Background: an optimization exercise with open tools, aiming at small area. Do not read the settings as production practice. Only simulation tests tie the RTL to the original design; equivalence was not proved. The clock port is modelled as an ideal driver; clocking choices that lean on that would not hold on a real chip. No activity file was given, so power comes from the tool's default toggle rates.

before:
==> flow/design.v (excerpt) <==
module m_spi # (
    parameter   [31:00]         USER_CLK_RATE    = 32'd100_000_000  ,
    parameter   [31:00]         SPI_CLK_RATE     = 32'd2_500_000    ,
    parameter   [00:00]         MCS_VALID_LEVEL  = 0                ,
    parameter   [01:00]         SCK_MODE         = 2'b01            ,
    parameter   [15:00]         AWIDTH           = 16               ,
    parameter   [15:00]         DWIDTH           = 8
) (
    input                       user_clk                            ,
    input                       user_rst                            ,
    input                       i_rd_evt                            ,
    input                       i_wr_evt                            ,
    input       [DWIDTH-1:0]    i_wr_data                           ,
    input       [AWIDTH-1:0]    i_addr                              ,
    output reg                  o_rd_evt                            ,
    output reg  [DWIDTH-1:0]    o_rd_data                           ,
    output                      o_rw_done_evt                       ,
    output reg                  mcs                                 ,
    output reg                  sclk                                ,
    output                      mosi                                ,
    input                       miso
);
Size in the first run: ~130 cells after synthesis, ~47 flip-flops, ~42 I/O pins, roughly 1600 um2 of cells after synthesis.
Settings: LEC_CHECK=0, CAP_MARGIN=20, CORE_MARGIN=2, CORE_UTILIZATION=40, PLACE_DENSITY=0.9, SLEW_MARGIN=20; clock period 5.0 ns.
standard.sh (not shown) runs the stock make flow with config.mk's settings and CLKGATE_MAP_FILE= SYNTH_SCRIPT=/design/flow/synth_recipe.tcl, a recipe that flattens the netlist after the stock synthesis.
==> flow/flow/run.sh <==
#!/bin/bash
# Layout flow: the standard ORFS flow (standard.sh) with changes that only affect
# cell area:
#  * synthesis uses the standard synthesis script, except that ABC maps the combinational
#    logic with an area-oriented script (flow/abc_area.script) and adders are left to ABC
#    (ADDER_MAP_FILE empty); flip-flop mapping (dfflibmap) and everything else is
#    unchanged, so the registers are the same;
#  * ports are buffered with sky130_fd_sc_hd__buf_1 instead of the default buffer;
#  * the clock tree is 4 balanced buffers (buf_4), each driving the flip-flops of one
#    group of nearby flip-flops, inserted before CTS (flow/clkins_hook.tcl), in place
#    of TritonCTS's H-tree.
set -euo pipefail
here=$(pwd)
sed 's#log_cmd abc {\*}\$abc_args#log_cmd abc {*}[lreplace $abc_args 1 1 '"$here"'/flow/abc_area.script]#' \
    "$FLOW_HOME/scripts/synth.tcl" > "$here/area_synth_core.tcl"
grep -q 'abc_area.script' "$here/area_synth_core.tcl"
sed "s#\$::env(SCRIPTS_DIR)/synth.tcl#$here/area_synth_core.tcl#" synth_recipe.tcl > "$here/area_synth.tcl"
grep -q 'area_synth_core.tcl' "$here/area_synth.tcl"
bash standard.sh SYNTH_SCRIPT="$here/area_synth.tcl" ADDER_MAP_FILE= \
    "BUFFER_PORTS_ARGS=-buffer_cell sky130_fd_sc_hd__buf_1" \
    PRE_CTS_TCL="$here/flow/clkins_hook.tcl" \
    finish > "$here/flow_make.log" 2>&1
test -f out/final.def
==> flow/flow/abc_area.script <==
strash
dch -f
amap -F 4 -A 4
Other scripts of this flow, unchanged in this note and not shown: flow/flow/clkins_hook.tcl
before reached the final stage; the timing, DRC and antenna checks on its layout passed.
Edits applied to the flow inputs when going from before to after:
==> flow/flow/abc_area.script <==
strash
dch
amap
Notes after the runs:
after: global-route usage 0.45 points above before
For the sequential element share of the synthesized area, after came in 0.46 points lower than before did.
When the final numbers for after and before were put side by side, the share of the cycle needed by the critical path after routing turned out to be greater in after.
In the flow results for after and before, the worst setup slack is smaller on after.
Fraction of layout cells with a size suffix above 1 (higher): before
Comparing after and before, the higher portion of total power attributed to the clock network was measured on before.
On combinational cell power, the lower figure sits with before, not after.
Going from before to after, the final cell count was found to have gone up by 4.8%.
Side by side, worst slew margin relative to its limit turned out higher in after than in before.

* * *

## the baseline
Another version of the RTL of m_spi (not shown whole).
Size in the first run: roughly 150 cells after synthesis, ~47 flip-flops, roughly 42 I/O pins.
==> flow/design.v (excerpt) <==
module m_spi # (
    parameter   [31:00]         USER_CLK_RATE    = 32'd100_000_000  ,
    parameter   [31:00]         SPI_CLK_RATE     = 32'd2_500_000    ,
    parameter   [00:00]         MCS_VALID_LEVEL  = 0                ,
    parameter   [01:00]         SCK_MODE         = 2'b01            ,
    parameter   [15:00]         AWIDTH           = 16               ,
    parameter   [15:00]         DWIDTH           = 8
) (
    input                       user_clk                            ,
    input                       user_rst                            ,
    input                       i_rd_evt                            ,
    input                       i_wr_evt                            ,
    input       [DWIDTH-1:0]    i_wr_data                           ,
    input       [AWIDTH-1:0]    i_addr                              ,
    output reg                  o_rd_evt                            ,
    output reg  [DWIDTH-1:0]    o_rd_data                           ,
    output                      o_rw_done_evt                       ,
    output reg                  mcs                                 ,
    output reg                  sclk                                ,
    output                      mosi                                ,
    input                       miso
);
clock: 5.0 ns
lec_check: 0
cap_margin: 20
core_margin: 2
core_utilization: 40
place_density: 0.9
slew_margin: 20
==> flow/flow/abc_area.script <==
strash
drw
dch
amap
==> flow/flow/clkins_hook.tcl <==
# PRE_CTS hook: drive the clock sinks through NK buffers of type BUF, one per group of
# nearby sinks, in place of TritonCTS's H-tree; the clock port then drives only those
# buffers. clock_tree_synthesis is then told to skip these nets.
set K [expr {[info exists ::env(CLK_NK)] ? $::env(CLK_NK) : 4}]
set BUF [expr {[info exists ::env(CLK_BUF)] ? $::env(CLK_BUF) : "sky130_fd_sc_hd__buf_4"}]
set block [ord::get_db_block]
set net [$block findNet user_clk]
set pts {}
foreach it [$net getITerms] {
  set bb [[$it getInst] getBBox]
  lappend pts [list "[[$it getInst] getName]/[[$it getMTerm] getName]" [expr {([$bb xMin]+[$bb xMax])/2}] [expr {([$bb yMin]+[$bb yMax])/2}]]
}
proc split2 {pts idx} {
  set s [lsort -integer -index $idx $pts]
  set h [expr {[llength $s]/2}]
  return [list [lrange $s 0 [expr {$h-1}]] [lrange $s $h end]]
}
if {$K == 1} { set groups [list $pts]
} elseif {$K == 2} { set groups [split2 $pts 1]
} elseif {$K == 3} {
  set s [lsort -integer -index 1 $pts]; set n [llength $s]; set a [expr {$n/3}]; set b [expr {2*$n/3}]
  set groups [list [lrange $s 0 [expr {$a-1}]] [lrange $s $a [expr {$b-1}]] [lrange $s $b end]]
} else {
  set groups {}
  foreach g [split2 $pts 1] { foreach h [split2 $g 2] { lappend groups $h } }
}
set dbu [$block getDbUnitsPerMicron]
set gi 0
foreach g $groups {
  set sx 0; set sy 0; set pins {}
  foreach p $g { lappend pins [get_pins [lindex $p 0]]; set sx [expr {$sx+[lindex $p 1]}]; set sy [expr {$sy+[lindex $p 2]}] }
  set n [llength $g]
  insert_buffer -buffer_cell $BUF -net user_clk -load_pins $pins \
    -location [list [expr {$sx/$n/double($dbu)}] [expr {$sy/$n/double($dbu)}]] \
    -buffer_name clkbuf_leaf_$gi -net_name clknet_leaf_$gi
  incr gi
}
set skip {}
foreach it [$net getITerms] {
  set onet [[[$it getInst] findITerm X] getNet]
  $onet setSigType CLOCK
  lappend skip [$onet getName]
}
$net setSigType CLOCK
lappend skip user_clk
puts "clock buffers: $gi x $BUF; nets $skip"
set_cts_config -skip_nets $skip
Scripts as last shown in full above: flow/flow/run.sh
--- input diff the baseline..the candidate ---
==> flow/flow/abc_area.script <==
strash
dch
amap
## What came out
In the candidate, synthesized cell area is higher than in the baseline.
Transition time at the pin with the least slew margin in the candidate is 0.27 ns higher than in the baseline
Layout-stage area growth over the synthesis result ends up lower on the candidate.

[re-timing with driven ports]
How much do the figures lean on ideal ports? The routed layouts below were timed once more, with nothing changed but the port constraints.
Step 1 assumes that a clkbuf_16 drives the clock port and a buf_2 every other input.
Step 2 times the ports against the registers' clock, not the clock port: input delays grow and output delays shrink by t, the midpoint of the rising clock arrivals with the driver on.
Slacks: no drivers / after step 1 / after step 2; pairs: no drivers / after step 1.
run | shift t [ns] | setup WS [ns] | worst hold slack (ns) | slew at the worst register clock pin (ns) | pins driven straight from the clock port
before | 0.182 | 2.315 / 2.272 / 2.454 | 0.445 / 0.445 / 0.445 | 0.10 / 0.10 | 4
after | 0.185 | 1.686 / 1.640 / 1.826 | 0.452 / 0.452 / 0.452 | 0.11 / 0.11 | 4
the baseline | 0.183 | 2.445 / 2.399 / 2.582 | 0.455 / 0.455 / 0.455 | 0.10 / 0.10 | 4
the candidate | 0.181 | 1.687 / 1.687 / 1.687 | 0.458 / 0.458 / 0.458 | 0.11 / 0.11 | 4
After both steps setup and hold are still met in every run listed.
